Context: an optimization exercise on an open-source flow, tuned for small area and few clock cycles per item. The choices shown serve that exercise and are no tape-out recipe. RTL that was checked went through simulation tests only; none was proved equivalent to the original. The clock port is modelled as an ideal driver, which makes a skipped or thinned clock tree look cheaper than it is; a real chip needs a root buffer or a tree. Power and IR drop assume default switching activity.

Setup of main:
==> flow/design.v <==
module aq_axils_sample
(
  input         ARESETN,
  input         ACLK,
  input [31:0]  S_AXI_AWADDR,
  input [3:0]   S_AXI_AWCACHE,
  input [2:0]   S_AXI_AWPROT,
  input         S_AXI_AWVALID,
  output        S_AXI_AWREADY,
  input [31:0]  S_AXI_WDATA,
  input [3:0]   S_AXI_WSTRB,
  input         S_AXI_WVALID,
  output        S_AXI_WREADY,
  output        S_AXI_BVALID,
  input         S_AXI_BREADY,
  output [1:0]  S_AXI_BRESP,
  input [31:0]  S_AXI_ARADDR,
  input [3:0]   S_AXI_ARCACHE,
  input [2:0]   S_AXI_ARPROT,
  input         S_AXI_ARVALID,
  output        S_AXI_ARREADY,
  output [31:0] S_AXI_RDATA,
  output [1:0]  S_AXI_RRESP,
  output        S_AXI_RVALID,
  input         S_AXI_RREADY,
  output [31:0] LOCAL_REG0,
  output [31:0] LOCAL_REG1,
  output [31:0] LOCAL_REG2,
  output [31:0] LOCAL_REG3
);
  reg           bvalid, rvalid;
  reg [3:0]     rsel;
  reg [31:0]    reg_data0, reg_data1, reg_data2, reg_data3;
  wire          idle   = ~bvalid & ~rvalid;
  wire          wr_go  = S_AXI_AWVALID & S_AXI_WVALID & idle;
  wire          rd_go  = S_AXI_ARVALID & idle;
  wire          wr_map = ( S_AXI_AWADDR[7:4] == 4'd0 );
  wire          rd_map = ( S_AXI_ARADDR[7:4] == 4'd0 );
  assign S_AXI_AWREADY  = S_AXI_WVALID & idle;
  assign S_AXI_WREADY   = S_AXI_AWVALID & idle;
  assign S_AXI_BVALID   = bvalid;
  assign S_AXI_BRESP    = 2'b00;
  assign S_AXI_ARREADY  = idle;
  assign S_AXI_RVALID   = rvalid;
  assign S_AXI_RRESP    = 2'b00;
  assign S_AXI_RDATA    = ( {32{rsel[0]}} & reg_data0 ) |
                          ( {32{rsel[1]}} & reg_data1 ) |
                          ( {32{rsel[2]}} & reg_data2 ) |
                          ( {32{rsel[3]}} & reg_data3 );
  always @( posedge ACLK or negedge ARESETN ) begin
    if( !ARESETN ) begin
      bvalid <= 1'b0;
      rvalid <= 1'b0;
    end else begin
      if( wr_go )
        bvalid <= 1'b1;
      else if( S_AXI_BREADY )
        bvalid <= 1'b0;
      if( rd_go )
        rvalid <= 1'b1;
      else if( S_AXI_RREADY )
        rvalid <= 1'b0;
    end
  end
  always @( posedge ACLK ) begin
    if( rd_go ) begin
      rsel[0] <= rd_map & ( S_AXI_ARADDR[3:2] == 2'd0 );
      rsel[1] <= rd_map & ( S_AXI_ARADDR[3:2] == 2'd1 );
      rsel[2] <= rd_map & ( S_AXI_ARADDR[3:2] == 2'd2 );
      rsel[3] <= rd_map & ( S_AXI_ARADDR[3:2] == 2'd3 );
    end
  end
  always @( posedge ACLK or negedge ARESETN ) begin
    if( !ARESETN ) begin
      reg_data0 <= 32'd0;
      reg_data1 <= 32'd0;
      reg_data2 <= 32'd0;
      reg_data3 <= 32'd0;
    end else if( wr_go & wr_map ) begin
      case( S_AXI_AWADDR[3:2] )
        2'd0: reg_data0 <= S_AXI_WDATA;
        2'd1: reg_data1 <= S_AXI_WDATA;
        2'd2: reg_data2 <= S_AXI_WDATA;
        2'd3: reg_data3 <= S_AXI_WDATA;
      endcase
    end
  end
  assign LOCAL_REG0 = reg_data0;
  assign LOCAL_REG1 = reg_data1;
  assign LOCAL_REG2 = reg_data2;
  assign LOCAL_REG3 = reg_data3;
endmodule
export LEC_CHECK = 0
export CAP_MARGIN = 20
export CORE_MARGIN = 2
export CORE_UTILIZATION = 35
export SLEW_MARGIN = 20
create_clock -name core_clock -period 5.0 [get_ports {ACLK}]
run.sh (not shown) runs the stock make flow with config.mk's settings and CLKGATE_MAP_FILE= SYNTH_SCRIPT=/design/flow/synth_recipe.tcl, a recipe that flattens the netlist after the stock synthesis.
Testbench counts of main, summed over its fixed seeds: cycles 4,096, items 2,048.
Relative to main, the following input files were edited for the feature branch:
-- flow/design.v --
<<< main, line 71
    end
  end
  always @( posedge ACLK or negedge ARESETN ) begin
    if( !ARESETN ) begin
      reg_data0 <= 32'd0;
      reg_data1 <= 32'd0;
      reg_data2 <= 32'd0;
      reg_data3 <= 32'd0;
    end else if( wr_go & wr_map ) begin
      case( S_AXI_AWADDR[3:2] )
        2'd0: reg_data0 <= S_AXI_WDATA;
        2'd1: reg_data1 <= S_AXI_WDATA;
        2'd2: reg_data2 <= S_AXI_WDATA;
        2'd3: reg_data3 <= S_AXI_WDATA;
      endcase
    end
  end
  assign LOCAL_REG0 = reg_data0;
>>> the feature branch, line 71
    end
  end
  wire          wr_reg = wr_go & wr_map;
  wire [31:0]   wr_data = S_AXI_WDATA & {32{ARESETN}};
  wire          wr_en0 = ~ARESETN | ( wr_reg & ( S_AXI_AWADDR[3:2] == 2'd0 ) );
  wire          wr_en1 = ~ARESETN | ( wr_reg & ( S_AXI_AWADDR[3:2] == 2'd1 ) );
  wire          wr_en2 = ~ARESETN | ( wr_reg & ( S_AXI_AWADDR[3:2] == 2'd2 ) );
  wire          wr_en3 = ~ARESETN | ( wr_reg & ( S_AXI_AWADDR[3:2] == 2'd3 ) );
  always @( posedge ACLK ) begin
    if( wr_en0 ) reg_data0 <= wr_data;
    if( wr_en1 ) reg_data1 <= wr_data;
    if( wr_en2 ) reg_data2 <= wr_data;
    if( wr_en3 ) reg_data3 <= wr_data;
  end
  assign LOCAL_REG0 = reg_data0;
Notes after the runs:
On multi-input logic cell count: between main and the feature branch, it ends up lower for the feature branch. Diff the feature branch..main | number of remaining DRC errors | unchanged. Fraction of layout cells with a size suffix above 1 for the feature branch: 14 points down relative to main. Achievable frequency: the feature branch vs main up 3.6 MHz. Area used by multi-input combinational logic for the feature branch is lower than for main. The feature branch | status: complete | timing, DRC, antenna: pass. Summary of the feature branch over main: met2 wire length lost about 15%, total detailed-routing wirelength lost about 14%, switching share of power lost 3.0 points, area of the mapped netlist lost 660 um^2.
No functional check of the RTL was part of the feature branch.

Another version of the RTL of aq_axils_sample (not shown whole).
For scale: about 290 I/O pins, about 0.0050 mm^2 of cells after synthesis.
==> module aq_axils_sample, before the edit <==
module aq_axils_sample
(
  input         ARESETN,
  input         ACLK,
  input [31:0]  S_AXI_AWADDR,
  input [3:0]   S_AXI_AWCACHE,
  input [2:0]   S_AXI_AWPROT,
  input         S_AXI_AWVALID,
  output        S_AXI_AWREADY,
  input [31:0]  S_AXI_WDATA,
  input [3:0]   S_AXI_WSTRB,
  input         S_AXI_WVALID,
  output        S_AXI_WREADY,
  output        S_AXI_BVALID,
  input         S_AXI_BREADY,
  output [1:0]  S_AXI_BRESP,
  input [31:0]  S_AXI_ARADDR,
  input [3:0]   S_AXI_ARCACHE,
  input [2:0]   S_AXI_ARPROT,
  input         S_AXI_ARVALID,
  output        S_AXI_ARREADY,
  output [31:0] S_AXI_RDATA,
  output [1:0]  S_AXI_RRESP,
  output        S_AXI_RVALID,
  input         S_AXI_RREADY,
  output [31:0] LOCAL_REG0,
  output [31:0] LOCAL_REG1,
  output [31:0] LOCAL_REG2,
  output [31:0] LOCAL_REG3
);
  reg           bvalid, rvalid;
  reg [3:0]     rsel;
  reg [31:0]    reg_data0, reg_data1, reg_data2, reg_data3;
  wire          wr_go  = S_AXI_AWVALID & S_AXI_WVALID;
  wire          rd_go  = S_AXI_ARVALID;
  wire          wr_map = ( S_AXI_AWADDR[7:4] == 4'd0 );
  wire          rd_map = ( S_AXI_ARADDR[7:4] == 4'd0 );
  assign S_AXI_AWREADY  = S_AXI_WVALID;
  assign S_AXI_WREADY   = S_AXI_AWVALID;
  assign S_AXI_BVALID   = bvalid;
  assign S_AXI_BRESP    = 2'b00;
  assign S_AXI_ARREADY  = S_AXI_ARVALID;
  assign S_AXI_RVALID   = rvalid;
  assign S_AXI_RRESP    = 2'b00;
  assign S_AXI_RDATA    = ( {32{rsel[0]}} & reg_data0 ) |
                          ( {32{rsel[1]}} & reg_data1 ) |
                          ( {32{rsel[2]}} & reg_data2 ) |
                          ( {32{rsel[3]}} & reg_data3 );
  always @( posedge ACLK or negedge ARESETN ) begin
    if( !ARESETN ) begin
      bvalid <= 1'b0;
      rvalid <= 1'b0;
    end else begin
      if( wr_go )
        bvalid <= 1'b1;
      else if( S_AXI_BREADY )
        bvalid <= 1'b0;
      if( rd_go )
        rvalid <= 1'b1;
      else if( S_AXI_RREADY )
        rvalid <= 1'b0;
    end
  end
  always @( posedge ACLK ) begin
    if( rd_go ) begin
      rsel[0] <= rd_map & ( S_AXI_ARADDR[3:2] == 2'd0 );
      rsel[1] <= rd_map & ( S_AXI_ARADDR[3:2] == 2'd1 );
      rsel[2] <= rd_map & ( S_AXI_ARADDR[3:2] == 2'd2 );
      rsel[3] <= rd_map & ( S_AXI_ARADDR[3:2] == 2'd3 );
    end
  end
  wire          wr_reg = wr_go & wr_map;
  wire [31:0]   wr_data = S_AXI_WDATA & {32{ARESETN}};
  wire          wr_en0 = ~ARESETN | ( wr_reg & ( S_AXI_AWADDR[3:2] == 2'd0 ) );
  wire          wr_en1 = ~ARESETN | ( wr_reg & ( S_AXI_AWADDR[3:2] == 2'd1 ) );
  wire          wr_en2 = ~ARESETN | ( wr_reg & ( S_AXI_AWADDR[3:2] == 2'd2 ) );
  wire          wr_en3 = ~ARESETN | ( wr_reg & ( S_AXI_AWADDR[3:2] == 2'd3 ) );
  always @( posedge ACLK ) begin
    if( wr_en0 ) reg_data0 <= wr_data;
    if( wr_en1 ) reg_data1 <= wr_data;
    if( wr_en2 ) reg_data2 <= wr_data;
    if( wr_en3 ) reg_data3 <= wr_data;
  end
  assign LOCAL_REG0 = reg_data0;
  assign LOCAL_REG1 = reg_data1;
  assign LOCAL_REG2 = reg_data2;
  assign LOCAL_REG3 = reg_data3;
endmodule
clock: 5.0 ns
lec_check: 0
cap_margin: 0
core_margin: 2
core_utilization: 70
slew_margin: 0
standard.sh (not shown) runs the stock make flow with config.mk's settings and CLKGATE_MAP_FILE= SYNTH_SCRIPT=/design/flow/synth_recipe.tcl, a recipe that flattens the netlist after the stock synthesis.
==> flow/flow/run.sh <==
#!/bin/bash
# The standard layout, with the smallest buffer cell on the ports and a
# hand-built clock tree (flow/clock_tree.tcl) in place of TritonCTS.
set -euo pipefail
bash standard.sh "BUFFER_PORTS_ARGS=-buffer_cell sky130_fd_sc_hd__buf_1" \
  "PRE_CTS_TCL=$PWD/flow/clock_tree.tcl" \
  finish > standard_flow.log 2>&1
Other scripts of this flow, unchanged in this note and not shown: flow/flow/clock_tree.tcl
Testbench counts at the start, summed over its fixed seeds: cycles 4,096, items 2,048.
Edit:
--- a/flow/design.v
+++ b/flow/design.v
@@ -69,18 +69,22 @@
       rsel[3] <= rd_map & ( S_AXI_ARADDR[3:2] == 2'd3 );
     end
   end
   wire          wr_reg = wr_go & wr_map;
-  wire [31:0]   wr_data = S_AXI_WDATA & {32{ARESETN}};
-  wire          wr_en0 = ~ARESETN | ( wr_reg & ( S_AXI_AWADDR[3:2] == 2'd0 ) );
-  wire          wr_en1 = ~ARESETN | ( wr_reg & ( S_AXI_AWADDR[3:2] == 2'd1 ) );
-  wire          wr_en2 = ~ARESETN | ( wr_reg & ( S_AXI_AWADDR[3:2] == 2'd2 ) );
-  wire          wr_en3 = ~ARESETN | ( wr_reg & ( S_AXI_AWADDR[3:2] == 2'd3 ) );
-  always @( posedge ACLK ) begin
-    if( wr_en0 ) reg_data0 <= wr_data;
-    if( wr_en1 ) reg_data1 <= wr_data;
-    if( wr_en2 ) reg_data2 <= wr_data;
-    if( wr_en3 ) reg_data3 <= wr_data;
+  always @( posedge ACLK or negedge ARESETN ) begin
+    if( !ARESETN ) begin
+      reg_data0 <= 32'd0;
+      reg_data1 <= 32'd0;
+      reg_data2 <= 32'd0;
+      reg_data3 <= 32'd0;
+    end else if( wr_reg ) begin
+      case( S_AXI_AWADDR[3:2] )
+        2'd0: reg_data0 <= S_AXI_WDATA;
+        2'd1: reg_data1 <= S_AXI_WDATA;
+        2'd2: reg_data2 <= S_AXI_WDATA;
+        2'd3: reg_data3 <= S_AXI_WDATA;
+      endcase
+    end
   end
   assign LOCAL_REG0 = reg_data0;
   assign LOCAL_REG1 = reg_data1;
   assign LOCAL_REG2 = reg_data2;
What happened: The changed run completed with no timing, DRC or antenna violations. Worst setup slack improves by 0.028 ns. Sequential power came out lower by about 10%. Routed wire length came out higher by 1.5%. Register-to-register slack degrades by 0.18 ns. Die area came out higher by 14%. Core utilization came out lower by 5.5 points. Clock skew is unchanged.
Testbench counts after the change, summed over its fixed seeds: cycles 4,096, items 2,048.
No run of this note takes its clock network from TritonCTS; it comes from the design's own scripts or RTL.

==> separate check: timing with driven ports <==
The flow's constraints put no driver on any port. The routed layouts listed below were extracted and timed again, unchanged, in two steps. Step 1: set_driving_cell puts a clkbuf_16 on ACLK and a buf_2 on each other input, an assumption about the parent block. Step 2 adds t to the input delays and takes it off the output delays; t is the mean of the earliest and latest rising clock arrival at the registers after step 1. Input paths then give back, and output paths get back, about the clock's delay inside the block. Slacks: ideal ports / drivers / drivers and shift; pairs: ideal ports / drivers.
run	shift t [ns]	slack for setup (ns)	latest minus earliest clock arrival (ns)
main	0.453	1.529 / 1.488 / 1.599	0.009 / 0.009
the feature branch	0.447	1.572 / 1.533 / 1.838	0.009 / 0.008
the first run of note 2	0.383	1.873 / 1.883 / 1.500	0.010 / 0.010
the second run of note 2	0.413	1.901 / 1.865 / 1.658	0.010 / 0.010
After both steps setup and hold are still met in every run listed. The setup slack of the first run of note 2, which loses most, moves by +0.010 ns with the drivers and by -0.373 ns with both steps.
